What follows belongs to an exercise in optimizing a design on an open flow for small area; a production flow would make more cautious choices. In this exercise RTL edits were held to simulation tests only and were not proved equivalent to the original. No activity file was given, so power comes from the tool's default toggle rates.

<file path="flow/run.sh">
#!/bin/bash
# synth_recipe.tcl (not shown) runs the flow's synth.tcl, then flattens the netlist and writes it again
# the make line also repeats each setting of config.mk as NAME=value (left out here)
make -C /OpenROAD-flow-scripts/flow DESIGN_CONFIG=/design/flow/config.mk WORK_HOME=/design/flow/orfs CLKGATE_MAP_FILE= SYNTH_SCRIPT=/design/flow/synth_recipe.tcl finish
</file>
<file path="flow/config.mk">
export PLATFORM = sky130hd
export DESIGN_NAME = top_processor
export DESIGN_NICKNAME = top_processor
export VERILOG_FILES = /design/flow/design.v
export SDC_FILE = /design/flow/constraint.sdc
export NUM_CORES = 4
export LEC_CHECK = 0
export CAP_MARGIN = 20
export CORE_MARGIN = 2
export CORE_UTILIZATION = 40
export SLEW_MARGIN = 20
</file>
<file path="flow/constraint.sdc">
create_clock -name core_clock -period 10.0 [get_ports {clk}]
set_input_delay 2.0000 -clock core_clock [delete_from_list [all_inputs] [get_ports {clk}]]
set_output_delay 2.0000 -clock core_clock [all_outputs]
set_load 0.01 [all_outputs]
</file>
<file path="flow/design.v">
module division_processor (
    input clk,
    input reset,
    input [15:0] data1,
    input [15:0] data2,
    input rdy,
    output reg [15:0] out,
    output reg out_rdy
);
reg [15:0] dividend;
reg [15:0] divisor;
reg [15:0] quotient;
reg [15:0] remainder;
reg [4:0] count;
reg [2:0] state;
parameter IDLE = 3'b000;
parameter INIT = 3'b001;
parameter DIVIDE = 3'b010;
parameter DONE = 3'b011;
always @(posedge clk) begin
    if (~reset) begin
        out <= 16'd0;
        out_rdy <= 1'b0;
        state <= IDLE;
        count <= 5'd0;
    end
    else begin
        case (state)
            IDLE: begin
                if (rdy) begin
                    dividend <= data1;
                    divisor <= data2;
                    quotient <= 16'd0;
                    remainder <= 16'd0;
                    count <= 5'd16;
                    state <= INIT;
                    out_rdy <= 1'b0;
                end
            end
            INIT: begin
                state <= DIVIDE;
            end
            DIVIDE: begin
                if (count > 0) begin
                    remainder <= remainder << 1;
                    remainder[0] <= dividend[15];
                    dividend <= dividend << 1;
                    if (remainder >= divisor) begin
                        remainder <= remainder - divisor;
                        quotient <= (quotient << 1) | 1'b1;
                    end
                    else begin
                        quotient <= quotient << 1;
                    end
                    count <= count - 1;
                end
                else begin
                    out <= quotient;
                    out_rdy <= 1'b1;
                    state <= DONE;
                end
            end
            DONE: begin
                out_rdy <= 1'b0;
                state <= IDLE;
            end
            default: state <= IDLE;
        endcase
    end
end
endmodule
module MULT (
    input clk,
    input reset,
    input [15:0] mul_p,
    input [15:0] mul_l,
    input mul_rdy,
    output reg [15:0] prod_out,
    output reg prod_out_rdy
);
reg [31:0] product;
reg [2:0] state;
parameter IDLE = 3'b000;
parameter COMPUTE = 3'b001;
parameter DONE = 3'b010;
always @(posedge clk) begin
    if (~reset) begin
        prod_out <= 16'd0;
        prod_out_rdy <= 1'b0;
        product <= 32'd0;
        state <= IDLE;
    end
    else begin
        case (state)
            IDLE: begin
                if (mul_rdy) begin
                    product <= mul_p * mul_l;
                    state <= COMPUTE;
                    prod_out_rdy <= 1'b0;
                end
            end
            COMPUTE: begin
                prod_out <= product[15:0];
                prod_out_rdy <= 1'b1;
                state <= DONE;
            end
            DONE: begin
                prod_out_rdy <= 1'b0;
                state <= IDLE;
            end
            default: state <= IDLE;
        endcase
    end
end
endmodule
module REG_BANK (clk, reset, imgmn, imgm1n, imgmn1, imgm1n1, img_rdy, out_img, out_rdy);
input clk;
input reset;
input [15:0] imgmn;
input [15:0] imgm1n;
input [15:0] imgmn1;
input [15:0] imgm1n1;
input img_rdy;
output [15:0] out_img;
output out_rdy;
wire [15:0] out_img;
reg out_rdy;
reg [15:0] out_img1;
assign out_img= imgmn;
always @(posedge clk)
begin
if (~reset)
begin
out_img1<=16'd0;
out_rdy<=1'b0;
end
else if (img_rdy)
begin 
out_img1<=imgmn;
out_rdy<= 1'b1;
end
else
begin
out_img1<=out_img1;
out_rdy<=1'b0;
end
end 
endmodule
module area_generator(clk, reset, top, bottom, left, right, data_rdy, Amn, Am1n, Am1n1, Amn1, out_rdy);
input clk;
input reset;
input [15:0] top;
input [15:0] bottom;
input [15:0] left;
input [15:0] right;
input data_rdy;
output [15:0] Amn;
output [15:0] Am1n;
output [15:0] Am1n1;
output [15:0] Amn1;
output out_rdy;
reg [15:0] t1;
reg [15:0] b1;
reg [15:0] l1;
reg [15:0] r1;
reg rdy;
wire [15:0] Amn;
wire [15:0] Am1n;
wire [15:0] Am1n1;
wire [15:0] Amn1;
wire out_rdy;
wire [15:0] lt;
wire [15:0] tr;
wire [15:0] rb;
wire [15:0] bl;
wire lt_rdy;
wire tr_rdy;
wire rb_rdy;
wire bl_rdy;
assign out_rdy=(lt_rdy && tr_rdy && rb_rdy && bl_rdy);
assign Amn=(out_rdy)?lt:16'd0;
assign Am1n=(out_rdy)?tr:16'd0;
assign Am1n1=(out_rdy)?rb:16'd0;
assign Amn1=(out_rdy)?bl:16'd0;
always @(posedge clk) 
begin
if(~reset)
begin
t1<=16'd0;
b1<=16'd0;
l1<=16'd0;
r1<=16'd0;
rdy<=1'd0;
end
else if(data_rdy)
begin
t1<=top;
b1<=bottom;
l1<=left;
r1<=right;
rdy<=1'b1;
end 
else
begin
t1<=t1;
b1<=b1;
l1<=l1;
r1<=r1;
rdy<=rdy;
end
end
MULT mult_inst1 (.clk(clk), .reset(reset), .mul_p(l1), .mul_l(t1), .mul_rdy(rdy), .prod_out(lt), .prod_out_rdy(lt_rdy));
MULT mult_inst2 (.clk(clk), .reset(reset), .mul_p(t1), .mul_l(r1), .mul_rdy(rdy), .prod_out(tr), .prod_out_rdy(tr_rdy));
MULT mult_inst3 (.clk(clk), .reset(reset), .mul_p(r1), .mul_l(b1), .mul_rdy(rdy), .prod_out(rb), .prod_out_rdy(rb_rdy));
MULT mult_inst4 (.clk(clk), .reset(reset), .mul_p(b1), .mul_l(l1), .mul_rdy(rdy), .prod_out(bl), .prod_out_rdy(bl_rdy));
endmodule
module EDGE_CATCH_AREA_TUNE (clk, reset, imgmn, imgm1n, imgmn1, imgm1n1,  Amn, Am1n,Amn1, Am1n1,  img_rdy, out_img, Amnf, Am1nf,Amn1f, Am1n1f, out_rdy);
input clk;
input reset;
input [15:0] imgmn;
input [15:0] imgm1n;
input [15:0] imgmn1;
input [15:0] imgm1n1;
input img_rdy;
input [15:0] Amn;
input [15:0] Am1n;
input [15:0] Amn1;
input [15:0] Am1n1;
output out_rdy;
output [15:0] out_img;
output [15:0] Amnf;
output [15:0] Am1nf;
output [15:0] Amn1f;
output [15:0] Am1n1f;
wire [15:0] Amnf;
wire [15:0] Am1nf;
wire [15:0] Amn1f;
wire [15:0] Am1n1f;
reg [15:0] out_img;
reg out_rdy;
wire [15:0] level_value;
assign level_value = (img_rdy & imgm1n > imgmn1 & imgm1n1 > imgmn) ? 16'd255 :(img_rdy & imgm1n < imgmn1 & imgm1n1 < imgmn) ? -16'd255 : 16'd0;
assign Amnf= (level_value>=0)?(Amn-(level_value*Amn)>>8): (level_value<=0)?(Am1n-(level_value*Am1n)>>8): 16'd0;
assign Am1nf= (level_value>=0)?(Am1n+(level_value*Am1n)>>8): (level_value<=0)?(Amn-(level_value*Amn)>>8): 16'd0;
assign Amn1f= (level_value>=0)?(Amn1): (level_value<=0)?(Amn1): 16'd0;
assign Am1n1f= (level_value>=0)?(Am1n1): (level_value<=0)?(Am1n1): 16'd0;
always @(posedge clk)
begin
if(~reset)
begin
out_img<=16'd0;
out_rdy<=1'b0;
end
else if(img_rdy)
begin
out_img<=imgmn;
out_rdy<=1'b1;
end
else 
begin
out_img<=out_img;
out_rdy<=1'b0;
end 
end
endmodule
module AP_design (clk, reset, start, sw, sh, tw, th, locx, locy, n_val, pixel_rdy, pixel_val, pixel_rdy11, pixel_val11, left_val, right_val, top_val, bttm_val);
input clk;
input reset;
input start;
input [15:0] sw;
input [15:0] sh;
input [15:0] tw;
input [15:0] th;
input [15:0] locx;
input [15:0] locy;
input [15:0] n_val;
output pixel_rdy;
output [15:0] pixel_val;
output pixel_rdy11;
output [15:0] pixel_val11;
output [15:0] left_val;
output [15:0] bttm_val;
output [15:0] top_val;
output [15:0] right_val;
wire [15:0] left_val;
wire [15:0] bttm_val;
wire [15:0] top_val;
wire [15:0] right_val;
wire pixel_rdy11;
wire [15:0] pixel_val11;
wire pixel_rdy;
wire [15:0] pixel_val;
reg [15:0] data1;
reg [15:0] data2;
reg rdy;
wire [15:0] out_data;
wire [15:0] sw_temp;
wire out_rdy;
reg [15:0] cnt_val1;
reg [15:0] cnt_val2;
reg rdy1, rdy2, rdy4;
wire [15:0] out_data4;
wire out_rdy4;
reg [15:0] cnt_val3;
reg [15:0] cnt_val4;
wire [15:0] out_data1;
wire out_rdy1;
wire pixel_rdy2;
assign left_val= (sw-1)*(tw-1);
assign right_val= (sw*th);
assign top_val=sw;
assign bttm_val=th;
assign pixel_val=(cnt_val2<=tw & cnt_val2>=16'd0)?out_data1:16'd0;
assign pixel_rdy=(cnt_val2<=tw & cnt_val2>16'd0)?out_rdy1:1'b0;
assign pixel_val11=(cnt_val4<=tw & cnt_val4>=16'd0)?out_data4:16'd0;
assign pixel_rdy11=(cnt_val4<=tw & cnt_val4>16'd0)?out_rdy4:1'b0;
assign pixel_rdy2=(cnt_val2==tw & pixel_rdy);
assign sw_temp=(start)?sw*100:16'd0;
always @(posedge clk)
begin
if(~reset)
begin
data1<=16'd0;
rdy<=1'b0;
end
else if (start)
begin
data1<=sw_temp;
data2<=tw;
rdy <=1'b1;
end
else
begin
data1<=data1;
data2<=data2;
rdy<=rdy;
end
end
always @ (posedge clk)
begin
if (~reset)
begin
cnt_val1<=16'd0;
cnt_val2<=16'd0;
rdy1<=1'b0;
rdy2<=1'b1;
end
else if(out_rdy)
begin
cnt_val1<=cnt_val1+(out_data);
cnt_val2<=cnt_val2+16'd1;
rdy1<=1'b1;
rdy2<=1'b0;
end 
else if (~out_rdy & out_rdy1 &cnt_val2<=tw)
begin
cnt_val1<=cnt_val1+(out_data);
cnt_val2<=cnt_val2+16'd1;
rdy1<=1'b1;
rdy2<=1'b0;
end
else if (out_rdy4)
begin
cnt_val1<=16'd0;
cnt_val2<=16'd0;
rdy1<=1'b1;
end
else 
begin
cnt_val1<=cnt_val1;
cnt_val2<=cnt_val2;
end
end
always @(posedge clk)
begin
if (~reset)
begin 
cnt_val3<=16'd0;
cnt_val4<=16'd0;
rdy4<=1'b0;
end
else if (pixel_rdy2)
begin
cnt_val3<=cnt_val3+(out_data);
cnt_val4<=cnt_val4+16'd1;
rdy4<=1'b1;
end
else if (pixel_rdy2 & cnt_val3<=tw & out_rdy4)
begin 
cnt_val3<=cnt_val3+(out_data);
cnt_val4<=cnt_val4+16'd1;
rdy4<=1'b1;
end
else if (out_rdy4)
begin
rdy4<=1'b0;
cnt_val3<=cnt_val3;
cnt_val4<=cnt_val4;
end
end
division_processor division_inst (.clk(clk), .reset(reset), .data1(data1), .data2(data2), .rdy(rdy & rdy2), .out(out_data), .out_rdy(out_rdy));
division_processor division_inst2 (.clk(clk), .reset(reset), .data1(cnt_val1), .data2(16'd100), .rdy(rdy1), .out(out_data1), .out_rdy(out_rdy1));
division_processor division_inst3 (.clk(clk), .reset(reset), .data1(cnt_val3), .data2(16'd100), .rdy(rdy4), .out(out_data4), .out_rdy(out_rdy4));
endmodule
module top_processor (clk, reset, imgmn, imgm1n, imgmn1, imgm1n1, img_rdy, sw_val, sh_val, tw_val, th_val, loc_x, loc_y, pixel_rdy, pixel_rdy_final, pixel_val, pixel_rdy11, pixel_val11, out_img);
input clk;
input reset;
input [15:0] imgmn;
input [15:0] imgm1n; 
input [15:0] imgmn1;
input [15:0] imgm1n1;
input [15:0]sw_val; 
input [15:0] sh_val; 
input [15:0] tw_val; 
input [15:0] th_val; 
input [15:0] loc_x; 
input [15:0] loc_y;
input img_rdy;
output pixel_rdy;
output pixel_rdy11;
output pixel_rdy_final;
output [15:0] pixel_val;
output [15:0] pixel_val11; 
output [15:0] out_img;
wire [15:0] out_img;
wire out_rdy;
wire [15:0] reg_out_img;
wire reg_out_rdy;
wire area_out_rdy;
wire [15:0] top;
wire [15:0] bottom;
wire [15:0] left;
wire [15:0] right;
wire [15:0] Amn;
wire [15:0] Am1n;
wire [15:0] Amn1;
wire [15:0] Am1n1;
wire [15:0] Amnf;
wire [15:0] Am1nf;
wire [15:0] Amn1f;
wire [15:0] Am1n1f;
wire pixel_rdy;
wire [15:0] pixel_val;
wire pixel_rdy11;
wire [15:0] pixel_val11;
reg [15:0] n_val;
reg data_rdy;
reg pixel_rdy_final;
always @(posedge clk)
begin
if (~reset)
begin
pixel_rdy_final<=1'b0;
n_val<=2;
data_rdy<=0;
end
else
pixel_rdy_final<=pixel_rdy;
data_rdy<=1;
end
REG_BANK inst_reg (.clk(clk), .reset(reset), .imgmn(imgmn), .imgm1n(imgm1n), .imgmn1(imgmn1), .imgm1n1(imgm1n1), .img_rdy(img_rdy), .out_img(reg_out_img), .out_rdy(reg_out_rdy));
AP_design inst_ap (.clk(clk), .reset(reset), .start(img_rdy), .sw(sw_val), .sh(sh_val),.tw(tw_val),.th(th_val), .locx(loc_x),.locy(loc_y), .n_val(n_val), .pixel_rdy(pixel_rdy), .pixel_val(pixel_val), .pixel_rdy11(pixel_rdy11), .pixel_val11(pixel_val11), .left_val(left), .right_val(right), .top_val(top), .bttm_val(bottom));
area_generator inst_area (.clk(clk), .reset(reset), .top(top), .bottom(bottom),  .left(left), .right(right), .data_rdy(data_rdy), .Amn (Amn), .Am1n (Am1n),.Am1n1 (Am1n1),.Amn1 (Amn1), .out_rdy(area_out_rdy));
EDGE_CATCH_AREA_TUNE inst_edge (.clk(clk), .reset(reset),  .imgmn(imgmn), .imgm1n(imgm1n), .imgmn1(imgmn1), .imgm1n1(imgm1n1), .Amn (Amn), .Am1n (Am1n),.Am1n1 (Am1n1),.Amn1 (Amn1), .img_rdy(img_rdy), .out_img(out_img),  .Amnf (Amnf), .Am1nf (Am1nf),.Amn1f (Amn1f), .Am1n1f (Am1n1f), .out_rdy(out_rdy));
endmodule
</file>
==> results.tsv <==
stage	metric	value	unit
timing	worst_pin_slew	0.982	ns
timing	skew	0.0240	ns
clock_network	hold_buffers	0	
die	die_h	220	microns
routing	route.detailed.drc	0	
routing	drt_wl_total	40.8	mm
power_and_ir_drop	p_int	3.05	mW
timing	min_period	7.13	ns
synthesis	yosysSeqAreaShare	46.4	%
timing	final.setup.tns	0	ns
timing	fin_crit_sh	71.3	%
global_route	top_usage_layer	met2	
routing	drt_iter0_markers	739	
timing	drv_slew	0	
synthesis	synth_flop_cell	edfxtp_1	
synthesis	synth_nets	2216	
synthesis	synth_edf_count	174	
worst_hold_path	hold_path_class	reg -> reg	
timing	final-setup-viol-count	0	
clock_network	cts.sinks	345	
layout	drive_gt1_share	8.22	%
global_route	gr-usage-met1	22.5	%
power_and_ir_drop	combPwrFrac	21.0	%
global_route	grt_pass1_vias	13700	
clock_network	cts_max_level	2	
place	pre_cts_ws	2.51	ns
layout	antenna_cells	0	
clock_network	insertion_delay	0.55	ns
die	die_w	220	microns
clock_network	cts-root-buf	clkbuf_16	
layout	utilization	46.9	%
place	io_buffer_count	99	
power_and_ir_drop	switching_share	29.0	%
routing	num_vias	13900	
power_and_ir_drop	seq_power_share	42.0	%
routing	first_pass_iters	4	
global_route	grt_use_met3	3.11	%
synthesis	netlist_instances	1915	
die	core-area	0.0463	sq mm
setup_path	r2r_slack	6.90	ns
layout	area_growth	16.5	%
job	maxCapViolCount	0	
power_and_ir_drop	clock_power_share	37.1	%
synthesis	syn_area_per_cell	9.73	sq um
timing	slew_headroom	33.7	%
layout	nets	2301	
setup_path	critPathKind	in -> out	
clock_network	post_cts_resize_count	0	
outcome	status	no timing/DRC/antenna violations	
global_route	gr-total-overflow	0	
clock_network	clkSlewWorstSetupHoldPaths	0.06	ns
layout	fillers	4374	
clock_network	cts_buffers	41	
timing	max_freq	140	MHz
clock_network	cts_tree	done	
routing	vias_per_cell	5.27	
global_route	use_met2	28.5	%
setup_path	setup.worst_path.start_class	primary input	
timing	hold_viol	0	
synthesis	synth_seq_cells	345	
routing	wl_per_cell	15.5	microns
global_route	grt_pass1_wl	67.2	mm
synthesis	syn_area	0.0186	sq mm
power_and_ir_drop	vdd.ir_drop.worst	0.000112	V
clock_network	post_cts_buffers	0	
routing	drt.antenna.violating_nets	0	
layout	multi_input_area	0.00928	sq mm
clock_network	clk_path_buf_depth	3	
die	std_cell_rows	79	
setup_path	endpoint_kind	primary output	
place	place_hpwl	28.0	mm
place	gp_congestion	0.836	
die	initial_core_util	40.3	%
setup_path	worstPathMaxFanout	17	
timing	setup_slack	2.87	ns
power_and_ir_drop	p_switching	1.24	mW
global_route	grt_max_degree	62	
global_route	track_usage	17.0	%
setup_path	worst_ep_arrival_time	5.13	ns
setup_path	critPathRequiredTime	8.00	ns
synthesis	ys_types	89	
timing	rsz0062_at_grt	no	
power_and_ir_drop	power.density	198	mW/mm^2
layout	seq_area	0.00865	sq mm
die	dieArea	0.0483	sq mm
synthesis	async_flop_share	0	%
global_route	antenna_found_initial	0	
die	pin_count	214	
power_and_ir_drop	p_leak	8.33	nW
synthesis	synth_warnings	7	
==> cell families (layout without fill, tap and decap cells) <==
group,after synthesis,after routing,synth area share (%)
DFF,345,345,46.4
adders and majority gates,138,138,9.71
and+or+nand+nor,696,696,19.1
buffers and inverters,193,310,4.05
xor gates and xnor gates,60,60,2.82
AOI/OAI and AO/OA,396,396,12.9
muxes,87,87,4.96
==> layout make-up <==
type | instances | area share, %
multi-input cells | 1377 | 42.8
clock inverters | 21 | 1.40
repair buffers | 118 | 5.20
inverters | 117 | 2.04
flip-flops and latches | 345 | 39.9
well taps | 607 | 3.50
clock buffers | 54 | 5.24
==> per-stage QoR <==
step           std cells  area [sq um]  total power [mW]  hold WS (ns)
6_report            2639         21700              4.29         0.420
2_1_floorplan       1915         18600              2.49         0.400
5_1_grt             2639         21700              4.53         0.421
3_3_place_gp        2564         20200              2.70         0.404
3_5_place_dp        2564         20200              2.73         0.406
4_1_cts             2639         21700              4.35         0.418
==> routing by layer <==
metal  vias to the layer above  routed length [microns]  part of all wire [%]
met5                         -                        0                     0
met3                        57                     1520                   3.7
met1                      6682                    19500                    48
li1                       6991                        -                     -
met2                       181                    19000                    47
met4                         0                      769                   1.9
==> worst max-delay path, stage by stage <==
cell and delay [ns]:
clkdlybuf4s50_1 0.48, inv_1 0.07, ha_1 0.32, nand4_1 0.28, a2111oi_2 0.59, nor3_1 0.12
nor2_2 0.59, nor2b_1 0.16, clkdlybuf4s50_1 0.51
==> sequential cells by signal, summed over array words and instances (netlist names), 14 cells and up <==
register,cells
inst_ap.division_inst.quotient,16
inst_ap.cnt_val3,16
inst_ap.division_inst.remainder,16
inst_edge.out_img,16
inst_ap.division_inst.out,16
inst_ap.division_inst2.out,16
inst_ap.cnt_val2,16
inst_ap.cnt_val4,16
inst_ap.division_inst3.dividend,16
inst_ap.division_inst2.dividend,16
inst_ap.data1,14
inst_ap.data2,16
inst_ap.division_inst.dividend,14
inst_ap.division_inst3.remainder,16
inst_ap.division_inst2.remainder,16
inst_ap.division_inst3.quotient,16
inst_ap.division_inst2.quotient,16
inst_ap.division_inst.divisor,16
inst_ap.cnt_val1,16
inst_ap.division_inst3.out,16
==> layout by cell type (no fill, tap or decap), drive strengths merged, types with 7 or more instances in the layout <==
| cell type | Yosys | layout |
|---|---|---|
| a211oi | 21 | 21 |
| a21boi | 11 | 11 |
| a21o | 14 | 14 |
| a21oi | 171 | 171 |
| a31oi | 9 | 9 |
| and2 | 61 | 61 |
| and3 | 18 | 18 |
| buf | 17 | 20 |
| bufinv | 0 | 7 |
| clkbuf | 59 | 54 |
| clkdlybuf4s50 | 0 | 98 |
| clkinv | 1 | 12 |
| dfxtp | 171 | 171 |
| edfxtp | 174 | 174 |
| fa | 11 | 11 |
| ha | 127 | 127 |
| inv | 116 | 117 |
| mux2 | 42 | 42 |
| mux2i | 45 | 45 |
| nand2 | 205 | 205 |
| nand2b | 11 | 11 |
| nand3 | 38 | 38 |
| nand3b | 30 | 30 |
| nand4 | 13 | 13 |
| nor2 | 160 | 160 |
| nor2b | 41 | 41 |
| nor3 | 38 | 38 |
| nor3b | 19 | 19 |
| nor4 | 12 | 12 |
| nor4b | 9 | 9 |
| o211ai | 9 | 9 |
| o21a | 18 | 18 |
| o21ai | 85 | 85 |
| o21bai | 7 | 7 |
| or3 | 15 | 15 |
| or4 | 9 | 9 |
| xnor2 | 37 | 37 |
| xor2 | 23 | 23 |
==> synth_stat cells (all sizes together) (12+ instances only) <==
cell type    n  area, sq um
nand2      205          777
edfxtp     174         5230
a21oi      171          860
dfxtp      171         3420
nor2       160          603
ha         127         1590
inv        116          435
o21ai       85          429
and2        61          383
clkbuf      59          221
mux2i       45          450
mux2        42          473
nor2b       41          257
nand3       38          195
nor3        38          206
xnor2       37          324
nand3b      30          225
xor2        23          201
a211oi      21          158
nor3b       19          143
and3        18          113
o21a        18          135
buf         17         93.8
or3         15          104
a21o        14          108
nand4       13         87.6
nor4        12         96.3
==> power groups by stage <==
stage | Combinational (mW) | Sequential [mW] | Clock (mW)
2_1_floorplan | 0.682 | 1.81 | 0
3_3_place_gp | 0.876 | 1.82 | 0
3_5_place_dp | 0.899 | 1.83 | 0
4_1_cts | 0.907 | 1.80 | 1.64
5_1_grt | 1.02 | 1.82 | 1.69
6_report | 0.901 | 1.80 | 1.59
==> worst paths after layout <==
check	startpoint	endpoint	depth (start not counted)
max	tw_val[11]	pixel_rdy	9
max reg2reg	inst_ap.division_inst.divisor[0]	inst_ap.division_inst.remainder[3]	10
min reg2reg	inst_ap.data2[2]	inst_ap.division_inst.divisor[2]	0
min	inst_ap.data2[2]	inst_ap.division_inst.divisor[2]	0

## static timing again, ports no longer ideal
In the flow no input, the clock included, has a driving cell. The finished layout below was timed again as built, in two steps. Step 1 assumes that a clkbuf_16 drives the clock port and a buf_2 every other input. Step 2 times the ports against the registers' clock, not the clock port: input delays grow and output delays shrink by t, the midpoint of the rising clock arrivals with the driver on. a / b / c = ideal / step 1 / step 2; a / b = the first two.
t (ns): 0.597
slack for setup (ns): 2.872 / 2.837 / 2.837
worst setup path at the end: input to output
After both steps setup and hold are still met in this run. The setup slack of this run moves by -0.035 ns with the drivers and by -0.035 ns with both steps.
